This is an optimization exercise on Yosys and OpenROAD, whose aim is small area, a short achievable clock period and few clock cycles, not a production implementation.
Where RTL was checked, it was by simulation tests only, not by an equivalence proof against the original.
Function not checked in run 8: the RTL went through the layout flow alone.

$ cat run.sh
#!/bin/bash
# synth_recipe.tcl (not shown) runs the flow's synth.tcl, then flattens the netlist and writes it again
# the make line also repeats each setting of config.mk as NAME=value (left out here)
make -C /OpenROAD-flow-scripts/flow DESIGN_CONFIG=/design/flow/config.mk WORK_HOME=/design/flow/orfs CLKGATE_MAP_FILE= SYNTH_SCRIPT=/design/flow/synth_recipe.tcl finish
$ cat config.mk
export PLATFORM = sky130hd
export DESIGN_NAME = JAM
export DESIGN_NICKNAME = JAM
export VERILOG_FILES = /design/flow/design.v
export SDC_FILE = /design/flow/constraint.sdc
export NUM_CORES = 4
export LEC_CHECK = 0
export CAP_MARGIN = 20
export CORE_MARGIN = 2
export CORE_UTILIZATION = 40
export SLEW_MARGIN = 20
$ cat constraint.sdc
create_clock -name core_clock -period 5.0 [get_ports {CLK}]
set_input_delay 1.0000 -clock core_clock [delete_from_list [all_inputs] [get_ports {CLK}]]
set_output_delay 1.0000 -clock core_clock [all_outputs]
set_load 0.01 [all_outputs]
$ cat design.v
module JAM (
input CLK,
input RST,
output reg [2:0] W,
output reg [2:0] J,
input [6:0] Cost,
output reg [3:0] MatchCount,
output reg [9:0] MinCost,
output reg Valid );
localparam PASS1 = 3'd0, PASS2 = 3'd1, INIT = 3'd2, SEARCH = 3'd3, FIX = 3'd4, DONE = 3'd5;
reg [2:0] ph;
reg [6:0] v [0:7];      
reg [6:0] u [0:7];      
reg [2:0] arg [0:7];    
reg [7:0] big [0:7];    
reg [9:0] S0;           
reg [6:0] m;            
reg [2:0] am;           
reg [6:0] Vc;           
reg signed [11:0] R;    
reg [9:0] S [0:6];      
reg [2:0] a [0:6];      
reg [2:0] nxj [0:6];    
reg [6:0] hn;           
reg       bt_ok;        
reg [2:0] bt_d;         
integer k;
wire [2:0] d = W;
wire [2:0] j = J;
wire [2:0] dn = d + 3'd1;
wire [6:0] vj = Vc;
wire       c_lt_v = Cost < vj;
wire [6:0] vmin = c_lt_v ? Cost : vj;
wire [6:0] t = Cost - vj;
wire       t_lt_m = (j == 3'd0) || (t < m);
wire [6:0] mnew = t_lt_m ? t : m;
wire [2:0] amnew = t_lt_m ? j : am;
wire signed [11:0] ts = {5'd0, t};
wire       prune = ts > R;
wire       better = ts < R;
wire       leaf = (d == 3'd7);
reg [7:0] used;
always @(*) begin
	used = 8'd0;
	for (k = 0; k < 7; k = k + 1)
		if (k < d) used = used | (8'd1 << a[k]);
end
wire [2:0] argd = arg[d];
wire [6:0] ud = u[d];
reg [6:0] Un;           
wire signed [11:0] un_s = {5'd0, Un};
reg [2:0] argn;
always @(*) begin
	argn = arg[0];
	for (k = 0; k < 7; k = k + 1)
		if (d == k) argn = arg[k + 1];
end
reg [6:0] un2;          
always @(*) begin
	un2 = u[0];
	for (k = 0; k < 6; k = k + 1)
		if (d == k) un2 = u[k + 2];
end
wire       is_top = (j == argd);
wire       skipok = R < 12'sd32;
reg [7:0] gt;
always @(*) begin
	for (k = 0; k < 8; k = k + 1) gt[k] = is_top | (k > j);
end
wire [7:0] cand = ~used & ~(8'd1 << argd) & gt & ~(big[d] & {8{skipok}});
wire       has_nx = |cand;
reg  [2:0] nx;
always @(*) begin
	nx = 3'd0;
	for (k = 7; k >= 0; k = k - 1) if (cand[k]) nx = k;
end
wire [2:0] jsib = (ph == SEARCH) ? nx : (ph == INIT) ? arg[0] : j + 3'd1;
wire [6:0] v_sib = v[jsib];
wire [7:0] used2 = used | (8'd1 << j);
reg  [2:0] fu;
always @(*) begin
	fu = 3'd0;
	for (k = 7; k >= 0; k = k - 1) if (!used2[k]) fu = k;
end
wire       argn_free = !used2[argn];
wire [2:0] jdesc = argn_free ? argn : fu;
wire [6:0] v_desc = v[jdesc];
reg       bt_ok2;
reg [2:0] bt_d2;
always @(*) begin
	bt_ok2 = 1'b0;
	bt_d2 = 3'd0;
	for (k = 0; k < 7; k = k + 1)
		if (hn[k] && k < bt_d) begin
			bt_ok2 = 1'b1;
			bt_d2 = k;
		end
end
wire [2:0] rd = (ph == FIX) ? d : bt_d;
wire signed [11:0] mc_s = {2'd0, MinCost};
wire signed [11:0] sbt_s = {2'd0, S[rd]};
wire signed [11:0] Rbt = mc_s - sbt_s;
wire [6:0] u_bt = u[bt_d + 3'd1];
wire [6:0] v_bt = v[nxj[bt_d]];
wire [9:0] Sd = MinCost - R[9:0];    
wire descend = !leaf && !prune;
wire sibling = !leaf && !(is_top && prune) && has_nx;
always @(posedge CLK or posedge RST) begin
	if (RST) begin
		ph <= PASS1;
		W <= 3'd0;
		J <= 3'd0;
		Valid <= 1'b0;
		MinCost <= 10'h3ff;
		MatchCount <= 4'd0;
		S0 <= 10'd0;
		bt_ok <= 1'b0;
		bt_d <= 3'd0;
	end else begin
		case (ph)
		PASS1: begin
			{W, J} <= {W, J} + 6'd1;
			if (d == 3'd7 && j == 3'd7) ph <= PASS2;
		end
		PASS2: begin
			{W, J} <= {W, J} + 6'd1;
			if (d == 3'd0) S0 <= S0 + {3'd0, vj};
			else if (j == 3'd0 && d != 3'd1) S0 <= S0 + {3'd0, m};    
			if (d == 3'd7 && j == 3'd7) ph <= INIT;
		end
		INIT: begin
			S0 <= S0 + {3'd0, m};    
			W <= 3'd0;
			J <= arg[0];
			bt_ok <= 1'b0;
			ph <= FIX;
		end
		SEARCH: begin
			if (leaf) begin
				if (better) begin
					MinCost <= Sd + {3'd0, t};
					MatchCount <= 4'd1;
				end else if (!prune)
					MatchCount <= MatchCount + 4'd1;
			end
			if (descend) begin
				W <= dn;
				J <= jdesc;
				if (has_nx) begin
					bt_ok <= 1'b1;
					bt_d <= d;
				end
			end else if (sibling)
				J <= nx;
			else if (bt_ok) begin
				W <= bt_d;
				J <= nxj[bt_d];
				bt_ok <= bt_ok2;
				bt_d <= bt_d2;
				if (leaf && better) ph <= FIX;
			end else begin
				ph <= DONE;
				Valid <= 1'b1;
			end
		end
		FIX: ph <= SEARCH;
		default: ;
		endcase
	end
end
always @(posedge CLK) begin
	if (ph == PASS1) begin
		if (d == 3'd0) v[j] <= Cost;
		else v[j] <= vmin;
	end
	if (ph == PASS2) begin
		m <= mnew;
		am <= amnew;
		big[d][j] <= (t[6:5] != 2'd0);
		if (j == 3'd7) begin
			u[d] <= mnew;
			arg[d] <= amnew;
		end
	end
	if (ph == INIT) begin
		S[0] <= S0 + {3'd0, m};
		Un <= u[1];
	end
	if (ph == FIX)
		R <= Rbt;
	if (ph == PASS1 || ph == PASS2 || ph == INIT)
		Vc <= v_sib;
	if (ph == SEARCH) begin
		if (!leaf) begin
			a[d] <= j;
			nxj[d] <= nx;
			hn[d] <= has_nx;
			S[d] <= Sd;
		end
		if (descend) begin
			R <= (R + un_s) - ts;
			Un <= un2;
			Vc <= v_desc;
		end else if (sibling)
			Vc <= v_sib;
		else begin
			R <= Rbt;
			Un <= u_bt;
			Vc <= v_bt;
		end
	end
end
endmodule
==> impl_metrics.toml, run 1 <==
[status]
run_status = "complete, no violations"

[drt]
initialDrtViolationCount = 1427
drt_wl_total_mm = 67.2
routedWlPerCell_um = 22.8
viasPerCell = 5.85
vias = 17228
dr.pass1.iters = 6
drc = 0
ant_nets = 0

[timing]
finalClockSkew_ns = 0.0350
fmax_mhz = 214
rsz0062_at_grt = "false"
tightest_slew_ns = 1.06
setup_viol = 0
setup_tns_ns = 0
hold_viol = 0
slew_headroom = 0.289
drv_slew = 0
fin_ws_ns = 0.317
fin_crit_sh = 0.937
finalCriticalPeriod_ns = 4.68
whs_ns = 0.477

[setup_path]
worstSetupPathDepth = 13
crit_path_end_kind = "register"
path_buf_inv = 1
crit_top_cell = "ha_1"
critPathLaunchType = "register"
regToRegSetupSlack_ns = 0.32
arrival_ns = 5.01
cp_max_fo = 19
crit_path_max_incr_delay_ns = 0.68
critPathRequiredTime_ns = 5.33
critPathTopFamily = "compound AO/OA/AOI/OAI gates"
crit_slowest_cell = "o211ai_4"
path_cells = "clkinv_1 -> ha_1 -> ha_1 -> mux2i_1 -> a211oi_1 -> nor3_1 -> o21ai_4 -> mux2_4 -> o211ai_4 -> mux4_1 -> and2_1 -> nor4_2 -> o211ai_1"
reg2regPathDepth = 13
worstSetupPathType = "register to register"

[global_route]
grt_pass1_wl_mm = 103
gr-total-overflow = 0
antenna_found_initial = 1
grt_use_total = 0.227
grt_max_degree = 63
grt_pass1_vias = 16983

[logic_synthesis]
yosysUniqueCellTypes = 107
ys_ff_latch = 393
synthCells = 2041
synth_seq_area_share = 0.503
ys.flop_type = "edfxtp_1"
postSynth.asyncResetShare = 0.0967
yosysWarnings = 1
synth_edf_count = 336
syn_area_um2 = 22800
syn_nets = 2153
avgSynthCellArea_um2 = 11.1

[floorplan]
rows = 87
coreArea_um2 = 56300
die_w_um = 243
die_area_um2 = 58800
io_pins = 30
die_h_um = 243
start_util = 0.404

[finish]
antenna_cells = 0
multi_input_area_um2 = 10500
nFillCells = 5133
postLayoutCoreUtil = 0.465
nets = 2268
seqCellArea_um2 = 11400
area_growth_pct = 15.1
drive_above_1_share = 0.173

[placed_design]
dpl.hpwl_mm = 48.4
portBuffers = 29
place.gp.congestion = 0.954
place_ws_ns = -0.294

[clock_tree]
path_clk_slew_ns = 0.06
cts.sinks = 393
cts_tree = "done"
cts_root_buf = "clkbuf_16"
ctsHoldBuffers = 0
cts_buffers = 45
cts_buffer_depth = 3
worstSkewPairLatency_ns = 0.60
h-tree-depth = 2
cts_post_setup_buffers_inserted = 0

[min_path]
min_path_cells = 2
worstHoldPathType = "register to register"

[flow_run]
drv_cap = 0
## per-layer routing
layer | track usage | wire, um
met5 | 0 | 8
met4 | 0.0784 | 2180
met3 | 0.0296 | 4120
met2 | 0.379 | 32000
met1 | 0.305 | 28900
## layout by cell type, fill, tap and decap left out, types with 20 or more instances in the layout
master,synthesis,final
edfxtp_1,336,336
o21ai_0,99,98
nand3_1,52,52
a211oi_1,41,40
mux2_2,59,59
nand2b_1,27,27
dfrtp_1,28,24
buf_4,3,135
o22ai_1,39,39
xnor2_1,30,30
ha_1,90,90
mux2i_1,78,78
inv_1,86,85
nor3_1,37,37
o211ai_1,20,20
nand2_1,149,149
nor2b_1,28,28
clkdlybuf4s50_1,0,29
mux4_2,37,37
nor2_1,235,230
xor2_1,22,22
a21o_1,28,28
a21oi_1,131,129
clkbuf_16,0,47
## cell families after synthesis
group,after synthesis,share of synthesized area
AND/OR/NAND/NOR,603,0.122
AO/OA/AOI/OAI,514,0.150
flip-flops,393,0.503
buffers and inverters,193,0.0361
multiplexers,182,0.108
adder cells (fa/ha/maj),103,0.0609
XOR/XNOR,53,0.0207
## worst paths after layout
| path | end | start |
|---|---|---|
| hold / removal | Un[0]$_DFF_P_ | Un[0]$_DFF_P_ |
| setup / recovery | Vc[2]$_DFFE_PP_ | W[1]$_DFFE_PP0P_ |
| setup reg to reg | Vc[2]$_DFFE_PP_ | W[1]$_DFFE_PP0P_ |
| min in group asynchronous | MatchCount[2]$_DFFE_PP0P_ | RST |
| hold reg to reg | Un[0]$_DFF_P_ | Un[0]$_DFF_P_ |
| max in group asynchronous | bt_d[0]$_DFFE_PP0P_ | RST |
## per-stage QoR
stage / instances / instance area (um2)
finish: 2947 / 26200
CTS: 2947 / 26200
global placement: 2865 / 24700
floorplan: 2041 / 22800
global route: 2947 / 26200
detailed placement: 2865 / 24700
## worst register-to-register path: cells and delay by family (launching register included)
kind	cells	cell delay (ns)
adders and majority gates	2	0.52
and+or+nand+nor	3	0.53
AOI/OAI and AO/OA	4	1.45
DFF	1	0.58
muxes	3	1.18
buffers and inverters	1	0.16
## registers in the layout, indices dropped and copies added, names as in the netlist, 3 cells and up
register and count:
am 3, v 56, MatchCount 4, S 70, R 12, ph 3, arg 24, Un 7
S0 10, a 21, big 64, bt_d 3, W 3, u 56, nxj 21, Vc 7
J 3, MinCost 10, m 7, hn 7
## what timing repair did
| item | in CTS | in global routing |
|---|---|---|
| gates resized for setup | 0 | 4 |
| endpoints found under the setup margin | 0 | 6 |
| endpoints found under the hold margin | 0 | 0 |
## cell usage after synthesis (39+ instances only)
master    instances  area, um2
o21ai_0          99        495
nor2_1          235        882
mux2i_1          78        781
a211oi_1         41        308
clkbuf_1         66        248
a21oi_1         131        656
mux2_2           59        664
nand2_1         149        559
edfxtp_1        336      10100
ha_1             90       1130
inv_1            86        323
nand3_1          52        260
o22ai_1          39        244
## layout make-up
class	instances	share of cell area
sequential	393	0.437
multi-input combinational	1455	0.403
timing repair buffer	170	0.0541
clock buffer	51	0.0459
tap	756	0.0361
inverter	91	0.0130
clock inverter	31	0.0114
Testbench counts, summed over its fixed seeds: cycles 2,334.
==> run 2, diff against run 1 <==
--- a/design.v
+++ b/design.v
@@ -41,8 +41,3 @@
 wire       leaf = (d == 3'd7);
-reg [7:0] used;
-always @(*) begin
-	used = 8'd0;
-	for (k = 0; k < 7; k = k + 1)
-		if (k < d) used = used | (8'd1 << a[k]);
-end
+reg [7:0] used;          
 wire [2:0] argd = arg[d];
@@ -51,7 +46,8 @@
 wire signed [11:0] un_s = {5'd0, Un};
-reg [2:0] argn;
-always @(*) begin
-	argn = arg[0];
-	for (k = 0; k < 7; k = k + 1)
-		if (d == k) argn = arg[k + 1];
+reg [2:0] argn;          
+reg [2:0] argn2;         
+always @(*) begin
+	argn2 = arg[0];
+	for (k = 0; k < 6; k = k + 1)
+		if (d == k) argn2 = arg[k + 2];
 end
@@ -103,2 +99,9 @@
 wire [6:0] u_bt = u[bt_d + 3'd1];
+wire [2:0] arg_bt = arg[bt_d + 3'd1];
+reg [7:0] used_bt;
+always @(*) begin
+	used_bt = 8'd0;
+	for (k = 0; k < 7; k = k + 1)
+		if (k < bt_d) used_bt = used_bt | (8'd1 << a[k]);
+end
 wire [6:0] v_bt = v[nxj[bt_d]];
@@ -187,2 +190,4 @@
 		Un <= u[1];
+		argn <= arg[1];
+		used <= 8'd0;
 	end
@@ -202,2 +207,4 @@
 			Un <= un2;
+			argn <= argn2;
+			used <= used2;
 			Vc <= v_desc;
@@ -208,2 +215,4 @@
 			Un <= u_bt;
+			argn <= arg_bt;
+			used <= used_bt;
 			Vc <= v_bt;
==> impl_metrics.toml, run 2 <==
[status]
run_status = "complete, no violations"

[flow_run]
drv_cap = 0

[finish]
final_common_cell = "edfxtp_1"
final_cell_mix = "336 x edfxtp_1, 255 x nor2_1, 162 x a21oi_1"
largest-register = "S"
nFillCells = 5351
final_cells = 3038
top_regs = "S: 70 flops, big: 64 flops"
antenna_cells = 0
largest_register_ffs = 70
nets = 2358
drive_above_1_share = 0.144
area_growth_pct = 14.7

[setup_path]
crit_slowest_cell = "fa_1"
worstSetupPathType = "primary input to register"
critPathTopFamily = "compound AO/OA/AOI/OAI gates"
critPathRequiredTime_ns = 5.47
critPathLaunchType = "primary input"
cp_max_fo = 3
regToRegSetupSlack_ns = 0.37
arrival_ns = 5.18
crit_top_cell = "a21oi_1"
path_buf_inv = 6
crit_path_max_incr_delay_ns = 0.43
crit_path_end_kind = "register"
path_cells = "clkdlybuf4s50_1 -> inv_1 -> ha_1 -> inv_1 -> fa_1 -> buf_4 -> xor2_2 -> inv_1 -> fa_1 -> ha_1 -> buf_4 -> a21oi_1 -> o21ai_0 -> a21oi_1 -> o21ai_0 -> a21oi_1 -> o21bai_1 -> a21oi_1 -> o21ai_0 -> xnor2_1 -> a311o_1"

[clock_tree]
ctsHoldBuffers = 0
cts_post_setup_buffers_inserted = 0
h-tree-depth = 2
path_clk_slew_ns = 0.06
cts.sinks = 404
worstSkewPairLatency_ns = 0.59
cts_resized = 0
cts_root_buf = "clkbuf_16"
cts_tree = "done"
cts_buffers = 46
cts_buffer_depth = 3

[logic_synthesis]
yosysTopAreaCellShare = 0.435
syn_area_um2 = 23200
yosys.area_share.adder = 0.0608
yosysWarnings = 1
synthMuxAreaShare = 0.104
synthCells = 2147
synth_edf_count = 336
yosysUniqueCellTypes = 80
ys.flop_type = "edfxtp_1"
syn_nets = 2261
synth_seq_area_share = 0.502
synth_most_common_cell = "edfxtp_1"
synthXorXnorAreaFrac = 0.0185
synth_top_family_by_area = "compound AO/OA/AOI/OAI gates"
avgSynthCellArea_um2 = 10.8
synthTopCellsByArea = "edfxtp_1 43%, mux2i_1 5.5%, ha_1 5.0%"
yosysTopAreaCell = "edfxtp_1"
postSynth.asyncResetShare = 0.0941
synth_compound_area_frac = 0.166
synth_common_cells = "336 x edfxtp_1, 260 x nor2_1, 165 x a21oi_1"
ys_ff_latch = 404
synth-simple-area-share = 0.109

[timing]
finalCriticalPeriod_ns = 4.71
finalClockSkew_ns = 0.0232
fin_crit_sh = 0.942
fmax_mhz = 212
setup_viol = 0
hold_viol = 0
setup_tns_ns = 0
drv_slew = 0
rsz0062_at_grt = "false"
slew_headroom = 0.292
tightest_slew_ns = 1.06

[floorplan]
start_util = 0.404
io_pins = 30
die_area_um2 = 60000
die_h_um = 245
coreArea_um2 = 57500
die_w_um = 245
rows = 88

[drt]
viasPerCell = 5.83
drt_wl_total_mm = 69.9
routedWlPerCell_um = 23.0
initialDrtViolationCount = 1423
dr.pass1.iters = 5
ant_nets = 0
drc = 0
vias = 17712

[global_route]
gr-total-overflow = 0
grt_max_degree = 39
antenna_found_initial = 1
grt_use_total = 0.233
grt_pass1_wl_mm = 106
grt_pass1_vias = 17804

[placed_design]
dpl.hpwl_mm = 49.5
place.gp.congestion = 0.970
place_inst = 2961
portBuffers = 29

[min_path]
worstHoldPathType = "register to register"
-- run 2: changes by cell type after synthesis, moves of 17 or more --
cell,delta
mux2i_1,+50
a21oi_1,+34
inv_1,+26
mux2_2,-26
nor2_1,+25
o21ai_0,+19
clkbuf_1,+17
-- run 2: layout make-up --
cell class,count,area [um2],share of cell area
Inverter,115,432,0.0162
Sequential cell,404,11700,0.438
Clock buffer,60,1270,0.0479
Clock inverter,17,179,0.00672
Multi-Input combinational cell,1512,10700,0.403
Timing Repair Buffer,165,1390,0.0521
Tap cell,765,957,0.0360
-- run 2: worst register-to-register path, delay by kind of cell (launching register included) --
family	cells	cell delay [ns]
AOI/OAI and AO/OA	7	1.79
buffers and inverters	3	0.89
muxes	3	0.88
DFF	1	0.68
and+or+nand+nor	1	0.15
-- run 2: worst paths after layout --
path | to | depth (start not counted) | start
max | R[11]$_DFF_P_ | 21 | Cost[0]
min | Un[0]$_DFF_P_ | 2 | Un[0]$_DFF_P_
max reg2reg | Vc[5]$_DFFE_PP_ | 14 | W[0]$_DFFE_PP0P_
min reg2reg | Un[0]$_DFF_P_ | 2 | Un[0]$_DFF_P_
max in group asynchronous | W[0]$_DFFE_PP0P_ | 2 | RST
min in group asynchronous | S0[0]$_DFFE_PP0P_ | 2 | RST
-- run 2: cells by family (layout without fill, tap and decap cells) --
| group | Yosys count | after routing |
|---|---|---|
| compound gates | 581 | 581 |
| xor+xnor | 49 | 49 |
| fa+ha+maj | 105 | 105 |
| buf+inv | 231 | 357 |
| flops | 404 | 404 |
| mux | 196 | 196 |
| simple gates | 581 | 581 |
-- run 2: per-layer routing --
layer | vias to the layer above | part of all wire | track usage
met3 | 138 | 0.060 | 0.0320
li1 | 8201 | - | -
met5 | - | 0 | 0
met2 | 649 | 0.48 | 0.399
met4 | 0 | 0.037 | 0.0938
met1 | 8724 | 0.42 | 0.298
-- run 2: through the flow --
| step | instance area, um2 | util | worst slack, ns | hold slack, ns |
|---|---|---|---|---|
| after floorplan | 23200 | - | 0.0806 | 0.437 |
| after global placement | 25100 | 0.437 | -0.247 | 0.462 |
| after detailed placement | 25100 | 0.437 | -0.300 | 0.467 |
| after CTS | 26600 | 0.463 | 0.137 | 0.480 |
| after global routing | 26600 | 0.463 | 0.0231 | 0.518 |
| final | 26600 | 0.463 | 0.291 | 0.477 |
Testbench counts of run 2, summed over its fixed seeds: cycles 2,334.
==> run 3, diff against run 2 <==
--- a/config.mk
+++ b/config.mk
@@ -10,2 +10,3 @@
 export CORE_UTILIZATION = 40
+export SETUP_SLACK_MARGIN = 1.5
 export SLEW_MARGIN = 20
==> impl_metrics.toml, run 3 <==
[status]
run_status = "complete, no violations"

[finish]
drive_above_1_share = 0.245
top_regs = "S: 70 flops, big: 64 flops"
nFillCells = 5057
final_cell_mix = "336 x edfxtp_1, 246 x nor2_1, 161 x buf_4"
postLayoutCoreUtil = 0.504
area_growth_pct = 24.7
largest-register = "S"
nets = 2454
largest_register_ffs = 70
multi_input_area_um2 = 11800
antenna_cells = 0
seqCellArea_um2 = 11700
final_common_cell = "edfxtp_1"

[timing]
setup_viol = 0
tightest_slew_ns = 1.01
setup_tns_ns = 0
hold_viol = 0
finalCriticalPeriod_ns = 4.02
fmax_mhz = 249
slew_headroom = 0.323
drv_slew = 0
fin_crit_sh = 0.803
rsz0062_at_grt = "true"
finalClockSkew_ns = 0.0324

[logic_synthesis]
yosysTopAreaCellShare = 0.435
synth_seq_area_share = 0.502
synth_common_cells = "336 x edfxtp_1, 260 x nor2_1, 165 x a21oi_1"
synth_most_common_cell = "edfxtp_1"
synthCells = 2147
avgSynthCellArea_um2 = 10.8
synth_edf_count = 336
ys_ff_latch = 404
yosysTopAreaCell = "edfxtp_1"
yosysUniqueCellTypes = 80
ys.flop_type = "edfxtp_1"
yosysWarnings = 1
synthTopCellsByArea = "edfxtp_1 43%, mux2i_1 5.5%, ha_1 5.0%"
syn_area_um2 = 23200
postSynth.asyncResetShare = 0.0941
syn_nets = 2261

[clock_tree]
h-tree-depth = 2
cts_root_buf = "clkbuf_16"
ctsHoldBuffers = 0
cts_buffer_depth = 3
cts_buffers = 46
worstSkewPairLatency_ns = 0.60
cts.sinks = 404
path_clk_slew_ns = 0.06
cts_tree = "done"

[drt]
drc = 0
drt_wl_total_mm = 73.6
dr.pass1.iters = 6
wl_met2_mm = 36.3
topRoutingLayerUsed = "met4"
initialDrtViolationCount = 1681
vias = 18467
routedWlPerCell_um = 23.4
viasPerCell = 5.88
m1WireLength_mm = 30.5
met3_length_mm = 4.28
ant_nets = 0

[global_route]
grt_pass1_wl_mm = 111
grt_max_degree = 39
gr-total-overflow = 0
grt_pass1_vias = 18186
antenna_found_initial = 0
grt_use_total = 0.242

[setup_path]
path_cells = "buf_8 -> inv_12 -> ha_4 -> inv_2 -> fa_2 -> a21o_1 -> a21oi_2 -> o21bai_1 -> a21oi_2 -> xnor2_2 -> ha_1 -> nand2_2 -> nor3_4 -> nor4_1 -> o21a_1 -> buf_6 -> a211o_4 -> buf_6 -> a2111oi_4 -> buf_4 -> nor2_1 -> a31oi_1"
critPathRequiredTime_ns = 5.51
cp_max_fo = 5
crit_path_max_incr_delay_ns = 0.38
arrival_ns = 4.53
crit_slowest_cell = "fa_2"
critPathTopFamily = "compound AO/OA/AOI/OAI gates"
crit_path_end_kind = "register"
worstSetupPathType = "primary input to register"
path_buf_inv = 6
critPathLaunchType = "primary input"

[floorplan]
io_pins = 30
rows = 88
die_area_um2 = 60000
coreArea_um2 = 57500
start_util = 0.404
die_w_um = 245
die_h_um = 245

[placed_design]
dpl.hpwl_mm = 49.7
portBuffers = 29
place.gp.congestion = 0.914

[flow_run]
drv_cap = 0

[min_path]
worstHoldPathType = "register to register"
-- run 3: cell count changes in the layout (fill, tap and decap cells not counted), sizes merged, moves of 3 or more --
cell           before  now
clkbuf             60   55
clkinvlp            5    8
o21ai             120  125
buf               136  224
clkinv             10   20
clkdlybuf4s50      29   26
-- run 3: kinds of logic after synthesis --
logic type	synth area share
multiplexers	0.104
adder cells (fa/ha/maj)	0.0608
buffers and inverters	0.0396
AO/OA/AOI/OAI	0.166
AND/OR/NAND/NOR	0.109
XOR/XNOR	0.0185
flip-flops	0.502
-- run 3: area by class of cell --
| cell class | count | share of cell area |
|---|---|---|
| well taps | 765 | 0.0331 |
| flip-flops and latches | 404 | 0.403 |
| repair buffers | 254 | 0.0871 |
| inverters | 115 | 0.0158 |
| clock buffers | 54 | 0.0422 |
| clock inverters | 30 | 0.0104 |
| multi-input cells | 1519 | 0.408 |
-- run 3: final timing paths --
path / start / endpoint / slack [ns] / depth (start not counted)
setup / recovery: Cost[0] / bt_d[0]$_DFFE_PP0P_ / 0.98 / 22
hold / removal: S0[9]$_DFFE_PP0P_ / S0[9]$_DFFE_PP0P_ / 0.50 / 1
setup reg to reg: W[0]$_DFFE_PP0P_ / used[6]$_DFF_P_ / 1.00 / 14
hold reg to reg: S0[9]$_DFFE_PP0P_ / S0[9]$_DFFE_PP0P_ / 0.50 / 1
max in group asynchronous: RST / W[0]$_DFFE_PP0P_ / 3.42 / 2
min in group asynchronous: RST / S0[6]$_DFFE_PP0P_ / 0.91 / 2
-- run 3: timing repair --
action / in CTS / in global routing
setup buffers: 67 / 21
endpoints found under the setup margin: 334 / 278
endpoints found under the hold margin: 0 / 0
resized for setup: 166 / 99
pin swaps: 85 / 64
gates cloned: 10 / 3
-- run 3: stage by stage --
step	instance area (um2)	instances	hold slack [ns]	setup WS [ns]
2_1_floorplan	23600	2147	0.437	0.597
3_3_place_gp	25300	2955	0.478	-0.250
3_5_place_dp	25400	2955	0.491	-0.376
4_1_cts	28300	3116	0.503	0.988
5_1_grt	28900	3141	0.530	0.790
6_report	28900	3141	0.495	0.984
-- run 3: routing by layer --
metal | track usage | vias up
li1 | - | 8419
met1 | 0.316 | 9186
met2 | 0.416 | 707
met3 | 0.0266 | 155
met4 | 0.0890 | 0
met5 | 0 | -
==> run 4, diff against run 3 <==
--- a/config.mk
+++ b/config.mk
@@ -7,2 +7,3 @@
 export LEC_CHECK = 0
+export ABC_AREA = 1
 export CAP_MARGIN = 20
@@ -10,3 +11,3 @@
 export CORE_UTILIZATION = 40
-export SETUP_SLACK_MARGIN = 1.5
+export SETUP_SLACK_MARGIN = 0.8
 export SLEW_MARGIN = 20
==> impl_metrics.toml, run 4 <==
[status]
run_status = "complete, no violations"

[finish]
largest_register_ffs = 70
top_regs = "S: 70 flops, big: 64 flops"
final_cells = 3538
drive_above_1_share = 0.135
largest-register = "S"
final_common_cell = "nand2_1"
nets = 2850
final_cell_mix = "458 x nand2_1, 336 x edfxtp_1, 292 x nor2_1"
area_growth_pct = 15.7
antenna_cells = 0

[timing]
finalCriticalPeriod_ns = 4.07
hold_viol = 0
fin_crit_sh = 0.814
slew_headroom = 0.199
fin_ws_ns = 0.930
setup_viol = 0
finalClockSkew_ns = 0.0245
drv_slew = 0
tightest_slew_ns = 1.17
fmax_mhz = 246
rsz0062_at_grt = "true"

[logic_synthesis]
yosysWarnings = 1
syn_nets = 2764
synth_edf_count = 336
synth_most_common_cell = "nand2_1"
ys.flop_type = "edfxtp_1"
yosysTopAreaCellShare = 0.430
synth_seq_area_share = 0.496
yosysUniqueCellTypes = 66
synth_common_cells = "466 x nand2_1, 336 x edfxtp_1, 303 x nor2_1"
avgSynthCellArea_um2 = 8.86
ys_ff_latch = 404
yosysTopAreaCell = "edfxtp_1"
syn_area_um2 = 23500
synthTopCellsByArea = "edfxtp_1 43%, nand2_1 7.5%, o21ai_0 5.9%"
synthCells = 2650
postSynth.asyncResetShare = 0.0941

[min_path]
holdCritStartpoint = "MatchCount[3]$_DFFE_PP0P_"
min_path_cells = 1
min_to = "MatchCount[3]$_DFFE_PP0P_"
worstHoldPathType = "register to register"

[floorplan]
coreArea_um2 = 57800
die_h_um = 246
die_w_um = 246
io_pins = 30
die_area_um2 = 60600
start_util = 0.406
rows = 88

[setup_path]
arrival_ns = 4.59
critPathLaunchType = "primary input"
reg2regPathDepth = 29
r2r_end = "used[7]$_DFF_P_"
worstSetupPathType = "primary input to register"
cp_max_fo = 4
critPathRequiredTime_ns = 5.52
regToRegSetupSlack_ns = 1.02
crit_path_end_kind = "register"
r2r-start = "Vc[0]$_DFFE_PP_"

[clock_tree]
cts_root_buf = "clkbuf_16"
cts_tree = "done"
cts_buffers = 46
worstSkewPairLatency_ns = 0.59
path_clk_slew_ns = 0.07
h-tree-depth = 2
cts_buffer_depth = 3
cts.sinks = 404

[flow_run]
drv_cap = 0

[placed_design]
place.gp.congestion = 0.948
portBuffers = 29
place_ws_ns = -0.224
dpl.hpwl_mm = 52.9
place_inst = 3429

[global_route]
grt_pass1_wl_mm = 114
grt_pass1_vias = 19172
antenna_found_initial = 1
grt_max_degree = 64
grt_use_total = 0.244
gr-total-overflow = 0

[drt]
wl_met2_mm = 34.5
drc = 0
met3_length_mm = 5.58
dr.pass1.iters = 6
initialDrtViolationCount = 2032
ant_nets = 0
drt_wl_total_mm = 74.4
routedWlPerCell_um = 21.0
viasPerCell = 5.66
topRoutingLayerUsed = "met5"
m1WireLength_mm = 31.8
vias = 20042
[run 4: cell types whose count changed after synthesis, moves of 32 or more]
| cell | delta |
|---|---|
| nand2_1 | +305 |
| inv_1 | +164 |
| o21ai_0 | +158 |
| mux2i_1 | -127 |
| nand3_1 | +117 |
| a21oi_1 | -63 |
| o211ai_1 | +60 |
| a211oi_1 | -48 |
| nor2_1 | +43 |
| mux2_2 | -32 |
| mux4_2 | -32 |
[run 4: cells by family (layout without fill, tap and decap cells)]
family | Yosys count | after routing | share of synthesized area
simple gates | 1048 | 1048 | 0.193
compound gates | 632 | 632 | 0.161
flops | 404 | 404 | 0.496
buf+inv | 414 | 537 | 0.0712
mux | 2 | 2 | 0.000906
xor+xnor | 45 | 45 | 0.0168
fa+ha+maj | 105 | 105 | 0.0601
[run 4: area by class of cell]
class	count	area, um2
timing repair inverter	2	12.5
inverter	294	1150
clock inverter	30	324
clock buffer	55	1220
fill	5450	30600
multi-input combinational	1832	10500
tap	765	957
timing repair buffer	156	1300
sequential	404	11700
[run 4: layer usage]
metal / up-vias / track usage
met3: 176 / 0.0413
met5: - / 0
met1: 9667 / 0.332
met2: 801 / 0.396
met4: 2 / 0.0801
li1: 9396 / -
[run 4: metrics by stage]
step | util | setup TNS [ns] | hold slack, ns | instance area (um2)
finish | 0.470 | 0 | 0.493 | 27200
global route | 0.470 | 0 | 0.526 | 27200
global placement | 0.434 | -0.179 | 0.447 | 25100
CTS | 0.462 | 0 | 0.484 | 26700
detailed placement | 0.434 | -5.74 | 0.473 | 25100
floorplan | - | 0 | 0.465 | 23500
[run 4: repair_timing]
item | 4_1_cts | 5_1_grt
endpoints found under the setup margin | 141 | 105
pin swaps | 6 | 37
gates cloned | 0 | 2
buffers inserted | 4 | 18
hold buffers | 0 | 0
gates resized for setup | 19 | 80
[run 4: how the worst max path moves through the flow]
stage	startpoint	end	cells after the start
after detailed placement	Cost[0]	J[2]$_DFFE_PP0P_	32
final	Cost[4]	R[7]$_DFF_P_	25
after CTS	Cost[0]	R[11]$_DFF_P_	27
after global routing	ph[0]$_DFFE_PP0P_	R[9]$_DFF_P_	22
after floorplan	Cost[0]	Vc[3]$_DFFE_PP_	28
after global placement	Cost[0]	J[2]$_DFFE_PP0P_	32
[run 4: critical path, stage by stage]
cell             delay (ns)
clkdlybuf4s50_1        0.49
ha_4                   0.33
inv_2                  0.05
o21bai_2               0.19
xor2_2                 0.21
inv_1                  0.10
ha_1                   0.30
a21oi_1                0.21
o21ai_2                0.08
nand2_1                0.07
nand2_1                0.05
nand2_1                0.07
nand2_2                0.06
inv_2                  0.08
nor2_4                 0.05
inv_4                  0.09
nor2_4                 0.04
nor2_2                 0.13
nand2_4                0.10
nor2_4                 0.21
inv_4                  0.09
nand2_8                0.10
buf_4                  0.14
clkinvlp_4             0.15
o21ai_0                0.19
==> run 5, diff against run 4 <==
--- a/config.mk
+++ b/config.mk
@@ -7,3 +7,2 @@
 export LEC_CHECK = 0
-export ABC_AREA = 1
 export CAP_MARGIN = 20
==> impl_metrics.toml, run 5 <==
[logic_synthesis]
ys.flop_type = "edfxtp_1"
yosysWarnings = 1
syn_nets = 2261
synth-simple-area-share = 0.109
ys_ff_latch = 404
synthTopCellsByArea = "edfxtp_1 43%, mux2i_1 5.5%, ha_1 5.0%"
synthXorXnorAreaFrac = 0.0185
syn_area_um2 = 23200
synthMuxAreaShare = 0.104
synth_most_common_cell = "edfxtp_1"
synthCells = 2147
postSynth.asyncResetShare = 0.0941
synth_seq_area_share = 0.502
synth_compound_area_frac = 0.166
yosys.area_share.adder = 0.0608
synth_top_family_by_area = "compound AO/OA/AOI/OAI gates"
synth_edf_count = 336
yosysUniqueCellTypes = 80
yosysTopAreaCellShare = 0.435
synth_common_cells = "336 x edfxtp_1, 260 x nor2_1, 165 x a21oi_1"
yosysTopAreaCell = "edfxtp_1"
avgSynthCellArea_um2 = 10.8

[clock_tree]
cts_buffer_depth = 3
cts_tree = "done"
h-tree-depth = 2
cts.sinks = 404
worstSkewPairLatency_ns = 0.59
cts_buffers = 46
cts_root_buf = "clkbuf_16"
path_clk_slew_ns = 0.06

[min_path]
min_to = "Un[0]$_DFF_P_"
worstHoldPathType = "register to register"
min_path_cells = 2
holdCritStartpoint = "Un[0]$_DFF_P_"

[global_route]
gr-total-overflow = 0
antenna_found_initial = 1
grt_use_total = 0.237
grt_max_degree = 39
grt_pass1_wl_mm = 108
grt_pass1_vias = 17756

[placed_design]
place_ws_ns = -0.310
dpl.hpwl_mm = 49.7
place.gp.congestion = 0.947
place_inst = 2959
portBuffers = 29

[timing]
fin_ws_ns = 0.845
tightest_slew_ns = 1.02
fmax_mhz = 241
hold_viol = 0
setup_tns_ns = 0
drv_slew = 0
slew_headroom = 0.320
finalCriticalPeriod_ns = 4.16
rsz0062_at_grt = "true"
finalClockSkew_ns = 0.0274
fin_crit_sh = 0.831
setup_viol = 0

[drt]
dr.pass1.iters = 6
drc = 0
vias = 17858
drt_wl_total_mm = 71.3
ant_nets = 0
initialDrtViolationCount = 1496
viasPerCell = 5.83
routedWlPerCell_um = 23.3

[setup_path]
r2r-start = "Vc[1]$_DFFE_PP_"
critPathRequiredTime_ns = 5.47
regToRegSetupSlack_ns = 0.89
critPathLaunchType = "primary input"
cp_max_fo = 3
reg2regPathDepth = 17
arrival_ns = 4.63
worstSetupPathType = "primary input to register"
r2r_end = "R[10]$_DFF_P_"
crit_path_end_kind = "register"

[finish]
largest_register_ffs = 70
area_growth_pct = 17.7
final_cell_mix = "336 x edfxtp_1, 255 x nor2_1, 160 x nand2_1"
nets = 2375
final_common_cell = "edfxtp_1"
largest-register = "S"
antenna_cells = 0
final_cells = 3063
top_regs = "S: 70 flops, big: 64 flops"
nFillCells = 5261
drive_above_1_share = 0.174

[floorplan]
rows = 88
die_h_um = 245
start_util = 0.404
io_pins = 30
die_area_um2 = 60000
die_w_um = 245
coreArea_um2 = 57500

[status]
run_status = "complete, no violations"

[flow_run]
drv_cap = 0
[run 5: per-layer routing]
layer	global-route usage	wire, um	vias up
li1	-	-	8230
met1	0.307	30400	8803
met2	0.403	34100	657
met3	0.0328	3860	166
met4	0.0934	2960	2
met5	0	15	-
[run 5: final cells by class]
type | instances | area [um2] | share of cell area
sequential | 404 | 11700 | 0.427
multi-input combinational | 1512 | 11100 | 0.407
inverter | 115 | 450 | 0.0165
clock buffer | 59 | 1260 | 0.0462
clock inverter | 26 | 303 | 0.0111
tap | 765 | 957 | 0.0350
timing repair buffer | 182 | 1570 | 0.0575
[run 5: timing repair]
item | in CTS | in global routing
pin swaps | 6 | 27
hold buffers | 0 | 0
endpoints found under the setup margin | 139 | 55
resized for setup | 28 | 54
setup buffers | 7 | 10
gates cloned | 0 | 1
hold endpoints to repair | 0 | 0
[run 5: how the worst max path moves through the flow]
| stage | start | endpoint | slack [ns] | cells after the start |
|---|---|---|---|---|
| final | Cost[0] | R[10]$_DFF_P_ | 0.84 | 20 |
| after global routing | Cost[0] | R[10]$_DFF_P_ | 0.67 | 20 |
| after CTS | W[2]$_DFFE_PP0P_ | used[6]$_DFF_P_ | 0.81 | 14 |
| after detailed placement | Cost[0] | Un[2]$_DFF_P_ | -0.31 | 20 |
| after global placement | Cost[0] | Un[6]$_DFF_P_ | -0.22 | 18 |
| after floorplan | Cost[0] | bt_d[1]$_DFFE_PP0P_ | 0.60 | 17 |
[run 5: cell families after synthesis]
group,count (synthesis)
muxes,196
xor gates and xnor gates,49
AOI/OAI and AO/OA,581
and+or+nand+nor,581
adders and majority gates,105
DFF,404
buffers and inverters,231
[run 5: through the flow]
step            util  hold slack, ns  cell area [um2]
2_1_floorplan      -           0.437            23400
3_3_place_gp   0.439           0.476            25300
3_5_place_dp   0.440           0.462            25300
4_1_cts        0.469           0.479            27000
5_1_grt        0.475           0.500            27300
6_report       0.475           0.478            27300
[run 5: worst max-delay path, stage by stage]
cell and delay (ns):
buf_2 0.14, inv_12 0.06, ha_4 0.12, inv_2 0.04, fa_2 0.58, inv_2 0.05, fa_1 0.52, inv_1 0.06
fa_1 0.46, nor2b_2 0.17, o21ai_2 0.08, a21boi_2 0.17, o21ai_2 0.08, a21boi_1 0.19, o21ai_0 0.10, nand2b_1 0.10
a21oi_1 0.08, o21bai_1 0.19, xor2_1 0.09, a311o_1 0.34
==> run 6, diff against run 5 <==
--- a/config.mk
+++ b/config.mk
@@ -10,3 +10,3 @@
 export CORE_UTILIZATION = 40
-export SETUP_SLACK_MARGIN = 0.8
+export SETUP_SLACK_MARGIN = 0.6
 export SLEW_MARGIN = 20
==> impl_metrics.toml, run 6 <==
[drt]
ant_nets = 0
vias = 17708
drt_wl_total_mm = 70.5
initialDrtViolationCount = 1553
routedWlPerCell_um = 23.1
dr.pass1.iters = 6
viasPerCell = 5.80
drc = 0

[floorplan]
coreArea_um2 = 57500
start_util = 0.404
rows = 88
io_pins = 30
die_area_um2 = 60000
die_h_um = 245
die_w_um = 245

[clock_tree]
worstSkewPairLatency_ns = 0.59
path_clk_slew_ns = 0.06
cts_tree = "done"
ctsHoldBuffers = 0
cts.sinks = 404
cts_root_buf = "clkbuf_16"
h-tree-depth = 2
cts_buffer_depth = 3
cts_buffers = 46

[finish]
top_regs = "S: 70 flops, big: 64 flops"
final_cells = 3053
antenna_cells = 0
nets = 2365
drive_above_1_share = 0.162
largest_register_ffs = 70
final_common_cell = "edfxtp_1"
seqCellArea_um2 = 11700
multi_input_area_um2 = 10900
largest-register = "S"
postLayoutCoreUtil = 0.470
postLayoutCellArea_um2 = 27000
area_growth_pct = 16.4
final_cell_mix = "336 x edfxtp_1, 256 x nor2_1, 160 x nand2_1"
nFillCells = 5280

[global_route]
grt_pass1_vias = 17568
grt_max_degree = 39
gr-total-overflow = 0
grt_pass1_wl_mm = 107
grt_use_total = 0.234
antenna_found_initial = 0

[setup_path]
arrival_ns = 4.72
cp_max_fo = 22
critPathRequiredTime_ns = 5.45
crit_path_end_kind = "register"
critPathLaunchType = "register"
worstSetupPathType = "register to register"

[timing]
finalCriticalPeriod_ns = 4.27
drv_slew = 0
finalClockSkew_ns = 0.0260
tightest_slew_ns = 1.08
hold_viol = 0
setup_viol = 0
whs_ns = 0.486
slew_headroom = 0.279
fin_crit_sh = 0.854
rsz0062_at_grt = "false"
fmax_mhz = 234
fin_ws_ns = 0.730
setup_tns_ns = 0

[logic_synthesis]
avgSynthCellArea_um2 = 10.8
syn_nets = 2261
syn_area_um2 = 23200
synthCells = 2147
synthTopCellsByArea = "edfxtp_1 43%, mux2i_1 5.5%, ha_1 5.0%"
synth_common_cells = "336 x edfxtp_1, 260 x nor2_1, 165 x a21oi_1"
synth_edf_count = 336
yosysTopAreaCell = "edfxtp_1"
ys.flop_type = "edfxtp_1"
ys_ff_latch = 404
yosysUniqueCellTypes = 80
synth_most_common_cell = "edfxtp_1"
synth_seq_area_share = 0.502
postSynth.asyncResetShare = 0.0941
yosysWarnings = 1
yosysTopAreaCellShare = 0.435

[placed_design]
place_ws_ns = -0.201
dpl.hpwl_mm = 48.9
place_inst = 2957
place.gp.congestion = 0.972
dpl_cell_area_um2 = 25200
portBuffers = 29

[status]
run_status = "complete, no violations"

[min_path]
worstHoldPathType = "register to register"

[flow_run]
drv_cap = 0
## run 6: cell type report
class,count,area share
Clock inverter,31,0.0130
Multi-Input combinational cell,1512,0.404
Timing Repair Buffer,172,0.0542
Clock buffer,54,0.0449
Sequential cell,404,0.432
Inverter,115,0.0165
Tap cell,765,0.0354
## run 6: cells by family after synthesis
| family | Yosys count | synth area share |
|---|---|---|
| fa+ha+maj | 105 | 0.0608 |
| mux | 196 | 0.104 |
| xor+xnor | 49 | 0.0185 |
| buf+inv | 231 | 0.0396 |
| simple gates | 581 | 0.109 |
| compound gates | 581 | 0.166 |
| flops | 404 | 0.502 |
## run 6: what timing repair did
action,4_1_cts,5_1_grt
cloned,0,0
buffers inserted,2,9
setup endpoints to repair,55,60
resized for setup,16,43
pin swaps,3,15
## run 6: per-layer routing
layer / up-vias / track usage / share of wire
met5: - / 0 / 0
met4: 0 / 0.101 / 0.041
met3: 168 / 0.0297 / 0.062
met2: 661 / 0.389 / 0.48
met1: 8674 / 0.309 / 0.42
li1: 8205 / - / -
## run 6: path summary, 6_finish.rpt
| path | startpoint | endpoint | slack, ns | cells past startpoint |
|---|---|---|---|---|
| min in group asynchronous | RST | S0[2]$_DFFE_PP0P_ | 0.94 | 2 |
| min reg2reg | Un[0]$_DFF_P_ | Un[0]$_DFF_P_ | 0.49 | 2 |
| min | Un[0]$_DFF_P_ | Un[0]$_DFF_P_ | 0.49 | 2 |
| max | W[0]$_DFFE_PP0P_ | used[7]$_DFF_P_ | 0.73 | 14 |
| max reg2reg | W[0]$_DFFE_PP0P_ | used[7]$_DFF_P_ | 0.73 | 14 |
| max in group asynchronous | RST | W[0]$_DFFE_PP0P_ | 3.39 | 2 |
## run 6: worst max-delay path, cell delays in order (launching register included)
cell     delay, ns
dfrtp_4       0.50
buf_8         0.24
mux2i_1       0.26
o22ai_1       0.16
a211o_1       0.40
o221a_2       0.33
a211o_1       0.33
a211o_1       0.32
o31ai_1       0.28
buf_4         0.19
a21oi_4       0.07
buf_4         0.25
buf_4         0.24
o41ai_1       0.40
a21oi_1       0.12
==> run 7, diff against run 6 <==
--- a/config.mk
+++ b/config.mk
@@ -9,4 +9,6 @@
 export CORE_MARGIN = 2
-export CORE_UTILIZATION = 40
-export SETUP_SLACK_MARGIN = 0.6
+export CORE_UTILIZATION = 60
+export CTS_BUF_LIST = sky130_fd_sc_hd__clkbuf_4 sky130_fd_sc_hd__clkbuf_8
+export CTS_CLUSTER_SIZE = 30
+export SETUP_SLACK_MARGIN = 0.8
 export SLEW_MARGIN = 20
==> impl_metrics.toml, run 7 <==
[floorplan]
io_pins = 30
coreArea_um2 = 38400
die_h_um = 201
start_util = 0.605
rows = 72
die_area_um2 = 40300
die_w_um = 201

[finish]
antenna_cells = 0
final_cell_mix = "336 x edfxtp_1, 253 x nor2_1, 159 x nand2_1"
nets = 2418
top_regs = "S: 70 flops, big: 64 flops"
drive_above_1_share = 0.206
area_growth_pct = 17.3
nFillCells = 2887
largest-register = "S"
largest_register_ffs = 70
final_cells = 2876
final_common_cell = "edfxtp_1"

[logic_synthesis]
yosysUniqueCellTypes = 80
synthTopCellsByArea = "edfxtp_1 43%, mux2i_1 5.5%, ha_1 5.0%"
syn_area_um2 = 23200
ys.flop_type = "edfxtp_1"
synth_common_cells = "336 x edfxtp_1, 260 x nor2_1, 165 x a21oi_1"
syn_nets = 2261
yosysTopAreaCellShare = 0.435
synth_seq_area_share = 0.502
synthCells = 2147
synth_most_common_cell = "edfxtp_1"
yosysTopAreaCell = "edfxtp_1"
yosysWarnings = 1
synth_edf_count = 336
postSynth.asyncResetShare = 0.0941
ys_ff_latch = 404
avgSynthCellArea_um2 = 10.8

[drt]
dr.pass1.iters = 5
routedWlPerCell_um = 24.3
initialDrtViolationCount = 2074
viasPerCell = 6.45
ant_nets = 0
vias = 18556
drt_wl_total_mm = 70.0
drc = 0

[flow_run]
drv_cap = 0

[setup_path]
critPathLaunchType = "primary input"
crit_slowest_cell = "fa_1"
crit_path_end_kind = "register"
path_cells = "buf_8 -> inv_12 -> ha_4 -> inv_4 -> fa_2 -> a21o_1 -> a21oi_2 -> o21bai_1 -> a21oi_2 -> xnor2_2 -> buf_4 -> buf_6 -> inv_4 -> fa_1 -> ha_4 -> buf_4 -> a21oi_2 -> o21bai_1 -> a21oi_2 -> o21ai_1 -> xnor2_1 -> a311o_1"
cp_max_fo = 2
arrival_ns = 4.65
worstSetupPathType = "primary input to register"
crit_path_max_incr_delay_ns = 0.55
critPathRequiredTime_ns = 5.52
crit_top_cell = "a21oi_2"

[placed_design]
portBuffers = 29
dpl.hpwl_mm = 47.2
place.gp.congestion = 0.995
place_inst = 2709

[global_route]
grt.met1_usage = 0.476
busiest_layer = "met2"
use_met2 = 0.559
grt_pass1_wl_mm = 106
gr-total-overflow = 0
grtUsageMet3 = 0.0567
grt_pass1_vias = 17994
grt_use_total = 0.343
grt_max_degree = 39
antenna_found_initial = 0

[timing]
drv_slew = 0
finalClockSkew_ns = 0.0270
whs_ns = 0.493
finalCriticalPeriod_ns = 4.14
fin_crit_sh = 0.827
tightest_slew_ns = 1.13
slew_headroom = 0.245
hold_viol = 0
fmax_mhz = 242
rsz0062_at_grt = "true"
setup_viol = 0

[clock_tree]
h-tree-depth = 3
path_clk_slew_ns = 0.06
cts_buffers = 69
cts_tree = "done"
cts_root_buf = "clkbuf_8"
cts.sinks = 404
cts_buffer_depth = 3
worstSkewPairLatency_ns = 0.64
ctsHoldBuffers = 0

[min_path]
worstHoldPathType = "register to register"

[status]
run_status = "complete, no violations"
==> run 7: worst max-delay path: cells and delay by family <==
kind                       cells  cell delay (ns)
adders and majority gates      4             1.25
AOI/OAI and AO/OA              9             1.49
xor gates and xnor gates       2             0.28
buffers and inverters          7             0.63
==> run 7: worst paths after layout <==
check                                       start  slack [ns]  cells after the start                         to
worst min register to register  S0[9]$_DFFE_PP0P_        0.49                      1          S0[9]$_DFFE_PP0P_
worst max register to register   W[2]$_DFFE_PP0P_        0.88                     15              R[11]$_DFF_P_
min in group asynchronous                     RST        0.91                      2  MatchCount[3]$_DFFE_PP0P_
max in group asynchronous                     RST        3.40                      2           W[0]$_DFFE_PP0P_
worst max-delay path                      Cost[0]        0.86                     22              R[11]$_DFF_P_
worst min-delay path            S0[9]$_DFFE_PP0P_        0.49                      1          S0[9]$_DFFE_PP0P_
==> run 7: routing by layer <==
metal,share of wire,up-vias,wire length [um]
met2,0.47,918,33200
met5,0,-,0
met3,0.090,156,6270
met1,0.41,9148,28700
li1,-,8334,-
met4,0.026,0,1820
==> run 7: cell families (layout without fill, tap and decap cells) <==
family,count (synthesis),after routing,share of synthesized area
multiplexers,196,196,0.104
AND/OR/NAND/NOR,581,581,0.109
flip-flops,404,404,0.502
adder cells (fa/ha/maj),105,105,0.0608
XOR/XNOR,49,49,0.0185
AO/OA/AOI/OAI,581,582,0.166
buffers and inverters,231,441,0.0396
==> run 7: stage by stage <==
step / setup WS (ns) / utilization / setup TNS (ns) / cell area (um2)
global route: 0.684 / 0.710 / 0 / 27200
detailed placement: -0.317 / 0.650 / -11.64 / 24900
finish: 0.865 / 0.710 / 0 / 27200
floorplan: 0.596 / - / 0 / 23400
CTS: 0.784 / 0.692 / 0 / 26500
global placement: -0.241 / 0.650 / -7.25 / 24900
==> run 7: timing repair <==
item | in CTS | in global routing
endpoints found under the setup margin | 68 | 58
resized for setup | 45 | 90
cloned | 1 | 3
setup buffers | 6 | 32
pin swaps | 12 | 45
==> run 7: layout make-up <==
class | count | area, um2 | share of cell area
inverters | 115 | 460 | 0.0169
clock inverters | 34 | 269 | 0.00988
clock buffers | 91 | 1140 | 0.0419
flip-flops and latches | 404 | 11700 | 0.428
multi-input cells | 1513 | 11200 | 0.412
repair buffers | 201 | 1820 | 0.0669
well taps | 518 | 648 | 0.0238
==> run 8, diff against run 7 <==
--- a/design.v
+++ b/design.v
@@ -14,2 +14,3 @@
 reg [2:0] arg [0:7];    
+reg [2:0] arg2 [0:7];   
 reg [7:0] big [0:7];    
@@ -18,2 +19,4 @@
 reg [2:0] am;           
+reg [6:0] m2;           
+reg [2:0] am2;          
 reg [6:0] Vc;           
@@ -37,2 +40,5 @@
 wire [2:0] amnew = t_lt_m ? j : am;
+wire       t_lt_m2 = (j == 3'd1) || (t < m2);
+wire [6:0] m2new = t_lt_m ? m : t_lt_m2 ? t : m2;
+wire [2:0] am2new = t_lt_m ? am : t_lt_m2 ? j : am2;
 wire signed [11:0] ts = {5'd0, t};
@@ -47,7 +53,13 @@
 reg [2:0] argn;          
+reg [2:0] arg2n;         
 reg [2:0] argn2;         
+reg [2:0] arg2n2;        
 always @(*) begin
 	argn2 = arg[0];
+	arg2n2 = arg2[0];
 	for (k = 0; k < 6; k = k + 1)
-		if (d == k) argn2 = arg[k + 2];
+		if (d == k) begin
+			argn2 = arg[k + 2];
+			arg2n2 = arg2[k + 2];
+		end
 end
@@ -61,13 +73,19 @@
 wire       skipok = R < 12'sd32;
+wire [2:0] arg2d = arg2[d];
+wire       is_sec = (j == arg2d);
+wire       first2 = is_top | is_sec;
+wire [7:0] bigd = big[d];
 reg [7:0] gt;
 always @(*) begin
-	for (k = 0; k < 8; k = k + 1) gt[k] = is_top | (k > j);
-end
-wire [7:0] cand = ~used & ~(8'd1 << argd) & gt & ~(big[d] & {8{skipok}});
-wire       has_nx = |cand;
-reg  [2:0] nx;
-always @(*) begin
-	nx = 3'd0;
-	for (k = 7; k >= 0; k = k - 1) if (cand[k]) nx = k;
-end
+	for (k = 0; k < 8; k = k + 1) gt[k] = first2 | (k > j);
+end
+wire [7:0] cand = ~used & ~(8'd1 << argd) & ~(8'd1 << arg2d) & gt & ~(bigd & {8{skipok}});
+wire       sec_ok = is_top && !used[arg2d] && !(bigd[arg2d] && skipok);
+wire       has_nx = sec_ok || (|cand);
+reg  [2:0] nx0;
+always @(*) begin
+	nx0 = 3'd0;
+	for (k = 7; k >= 0; k = k - 1) if (cand[k]) nx0 = k;
+end
+wire [2:0] nx = sec_ok ? arg2d : nx0;
 wire [2:0] jsib = (ph == SEARCH) ? nx : (ph == INIT) ? arg[0] : j + 3'd1;
@@ -81,3 +99,4 @@
 wire       argn_free = !used2[argn];
-wire [2:0] jdesc = argn_free ? argn : fu;
+wire       arg2n_free = !used2[arg2n];
+wire [2:0] jdesc = argn_free ? argn : arg2n_free ? arg2n : fu;
 wire [6:0] v_desc = v[jdesc];
@@ -100,2 +119,3 @@
 wire [2:0] arg_bt = arg[bt_d + 3'd1];
+wire [2:0] arg2_bt = arg2[bt_d + 3'd1];
 reg [7:0] used_bt;
@@ -109,3 +129,3 @@
 wire descend = !leaf && !prune;
-wire sibling = !leaf && !(is_top && prune) && has_nx;
+wire sibling = !leaf && !(first2 && prune) && has_nx;
 always @(posedge CLK or posedge RST) begin
@@ -181,2 +201,4 @@
 		am <= amnew;
+		m2 <= m2new;
+		am2 <= am2new;
 		big[d][j] <= (t[6:5] != 2'd0);
@@ -185,2 +207,3 @@
 			arg[d] <= amnew;
+			arg2[d] <= am2new;
 		end
@@ -191,2 +214,3 @@
 		argn <= arg[1];
+		arg2n <= arg2[1];
 		used <= 8'd0;
@@ -208,2 +232,3 @@
 			argn <= argn2;
+			arg2n <= arg2n2;
 			used <= used2;
@@ -216,2 +241,3 @@
 			argn <= arg_bt;
+			arg2n <= arg2_bt;
 			used <= used_bt;
--- a/config.mk
+++ b/config.mk
@@ -9,5 +9,3 @@
 export CORE_MARGIN = 2
-export CORE_UTILIZATION = 60
-export CTS_BUF_LIST = sky130_fd_sc_hd__clkbuf_4 sky130_fd_sc_hd__clkbuf_8
-export CTS_CLUSTER_SIZE = 30
+export CORE_UTILIZATION = 40
 export SETUP_SLACK_MARGIN = 0.8
==> impl_metrics.toml, run 8 <==
[placed_design]
place_ws_ns = -0.283
place.gp.congestion = 0.916
portBuffers = 29
dpl.hpwl_mm = 54.6
place_inst = 3132

[global_route]
grt_pass1_wl_mm = 117
grt_use_total = 0.240
antenna_found_initial = 0
gr-total-overflow = 0
grt_max_degree = 41
grt_pass1_vias = 18665

[timing]
drv_slew = 0
fmax_mhz = 242
tightest_slew_ns = 1.11
rsz0062_at_grt = "true"
fin_crit_sh = 0.826
finalClockSkew_ns = 0.0302
fin_ws_ns = 0.870
hold_viol = 0
slew_headroom = 0.261
whs_ns = 0.483
finalCriticalPeriod_ns = 4.13
setup_viol = 0

[logic_synthesis]
synth_edf_count = 370
ys_ff_latch = 441
synth_compound_area_frac = 0.148
syn_area_um2 = 25200
syn_nets = 2357
yosysTopAreaCellShare = 0.441
synthCells = 2237
synth_seq_area_share = 0.506
yosysWarnings = 1
synth_most_common_cell = "edfxtp_1"
postSynth.asyncResetShare = 0.0862
yosysUniqueCellTypes = 85
yosys.area_share.adder = 0.0591
synthXorXnorAreaFrac = 0.0205
synthMuxAreaShare = 0.128
avgSynthCellArea_um2 = 11.3
yosysTopAreaCell = "edfxtp_1"
synthTopCellsByArea = "edfxtp_1 44%, mux2i_1 5.7%, mux4_2 5.4%"
synth-simple-area-share = 0.102
ys.flop_type = "edfxtp_1"
synth_top_family_by_area = "compound AO/OA/AOI/OAI gates"
synth_common_cells = "370 x edfxtp_1, 238 x nor2_1, 173 x nand2_1"

[drt]
drt_wl_total_mm = 78.2
dr.pass1.iters = 7
routedWlPerCell_um = 24.0
ant_nets = 0
drc = 0
initialDrtViolationCount = 1839
viasPerCell = 5.88
vias = 19163

[status]
run_status = "complete, no violations"

[finish]
final_common_cell = "edfxtp_1"
multi_input_area_um2 = 12100
drive_above_1_share = 0.205
top_regs = "S: 70 flops, big: 64 flops"
largest-register = "S"
final_cell_mix = "370 x edfxtp_1, 228 x nor2_1, 171 x nand2_1"
final_cells = 3261
antenna_cells = 0
nFillCells = 5620
nets = 2503
largest_register_ffs = 70
seqCellArea_um2 = 12700
area_growth_pct = 18.8

[clock_tree]
cts_root_buf = "clkbuf_16"
h-tree-depth = 2
worstSkewPairLatency_ns = 0.61
ctsHoldBuffers = 0
cts_buffers = 50
cts.sinks = 441
path_clk_slew_ns = 0.07
cts_buffer_depth = 3
cts_tree = "done"

[setup_path]
critPathTopFamily = "multiplexers"
critPathRequiredTime_ns = 5.35
critPathLaunchType = "register"
arrival_ns = 4.48
path_buf_inv = 5
path_cells = "buf_12 -> mux2i_2 -> mux4_2 -> buf_6 -> mux4_2 -> mux2i_1 -> o211a_2 -> nor3_4 -> buf_12 -> a31oi_4 -> buf_12 -> buf_16 -> mux2i_1 -> mux2i_1 -> a221o_1"
crit_path_end_kind = "register"
crit_slowest_cell = "mux4_2"
worstSetupPathType = "register to register"
cp_max_fo = 26
crit_path_max_incr_delay_ns = 0.57

[floorplan]
start_util = 0.406
coreArea_um2 = 61900
die_w_um = 255
die_h_um = 255
io_pins = 30
die_area_um2 = 64900
rows = 91

[flow_run]
drv_cap = 0

[min_path]
worstHoldPathType = "register to register"
==> run 8: cell types whose count changed after synthesis, moves of 11 or more <==
cell	previous run	this run
a22oi_1	3	26
a211oi_1	52	32
o22ai_1	36	50
inv_1	112	101
edfxtp_1	336	370
xor2_1	13	24
o221ai_1	21	9
mux4_2	32	60
a31oi_1	6	20
nor2_1	260	238
nand2_1	161	173
a21oi_1	165	152
mux2i_1	128	143
==> run 8: timing repair <==
action | 4_1_cts | 5_1_grt
resized for setup | 40 | 94
setup endpoints to repair | 213 | 79
gates cloned | 1 | 1
setup buffers | 10 | 23
pin swaps | 7 | 34
==> run 8: final cells by class <==
class | instances | area share
flip-flops and latches | 441 | 0.426
multi-input cells | 1569 | 0.404
repair buffers | 215 | 0.0623
clock buffers | 59 | 0.0440
well taps | 837 | 0.0350
clock inverters | 34 | 0.0148
inverters | 106 | 0.0139
==> run 8: logic make-up after synthesis <==
group	Yosys count
compound gates	582
xor+xnor	58
fa+ha+maj	111
buf+inv	227
flops	441
mux	241
simple gates	577
==> run 8: path summary, 6_finish.rpt <==
kind,start,to,slack (ns),cells past startpoint
max in group asynchronous,RST,W[1]$_DFFE_PP0P_,3.40,2
worst max-delay path,W[0]$_DFFE_PP0P_,Vc[0]$_DFFE_PP_,0.87,15
worst min register to register,Un[0]$_DFF_P_,Un[0]$_DFF_P_,0.48,2
worst min-delay path,Un[0]$_DFF_P_,Un[0]$_DFF_P_,0.48,2
worst max register to register,W[0]$_DFFE_PP0P_,Vc[0]$_DFFE_PP_,0.87,15
min in group asynchronous,RST,MatchCount[1]$_DFFE_PP0P_,0.92,2
==> run 8: through the flow <==
step                      setup TNS, ns  instance area, um2  utilization
after floorplan                       0               25300            -
after global placement            -2.73               27300        0.441
after detailed placement          -6.60               27300        0.441
after CTS                             0               29300        0.473
after global routing                  0               29900        0.483
final                                 0               29900        0.483
==> run 8: metal layers <==
metal	share of wire	global-route usage	vias to the layer above
li1	-	-	8697
met1	0.42	0.319	9526
met2	0.47	0.397	768
met3	0.070	0.0375	172
met4	0.035	0.0860	0
met5	0	0	-
==> run 8: tightest hold or removal path, stage by stage, from the launching register on <==
cell and delay [ns]:
dfxtp_1 0.34, a21oi_1 0.04, nor2_1 0.07

afterwards: timing with drivers on the ports:
How much do the figures lean on ideal ports? The routed layouts below were timed once more, with nothing changed but the port constraints. Step 1, drivers: a clkbuf_16 drives CLK and a buf_2 each remaining input, both assumed. Step 2 adds t to the input delays and takes it off the output delays; t is the mean of the earliest and latest rising clock arrival at the registers after step 1. Input paths then give back, and output paths get back, about the clock's delay inside the block. a / b / c = ideal ports / drivers / drivers and shift; a / b = the first two.
run | t (ns) | slack for setup (ns) | clock arrival spread, ns | slew at the worst register clock pin (ns) | pins driven straight from the clock port
run 1 | 0.639 | 0.317 / 0.317 / -0.254 | 0.037 / 0.036 | 0.06 / 0.06 | 1
run 2 | 0.637 | 0.291 / 0.332 / -0.305 | 0.025 / 0.025 | 0.06 / 0.06 | 1
run 3 | 0.649 | 0.984 / 1.002 / 0.358 | 0.032 / 0.033 | 0.07 / 0.07 | 1
run 4 | 0.641 | 0.930 / 0.970 / 0.329 | 0.025 / 0.025 | 0.07 / 0.07 | 1
run 5 | 0.637 | 0.845 / 0.878 / 0.241 | 0.028 / 0.027 | 0.07 / 0.07 | 1
run 6 | 0.637 | 0.730 / 0.730 / 0.192 | 0.026 / 0.027 | 0.07 / 0.07 | 1
run 7 | 0.675 | 0.865 / 0.876 / 0.201 | 0.028 / 0.027 | 0.07 / 0.07 | 1
run 8 | 0.657 | 0.870 / 0.870 / 0.238 | 0.030 / 0.031 | 0.07 / 0.07 | 1
Met with ideal ports but missed after step 2: setup timing in run 1 and run 2. For run 7, which loses most, drivers alone change the setup slack by +0.011 ns; drivers and shift together by -0.664 ns.
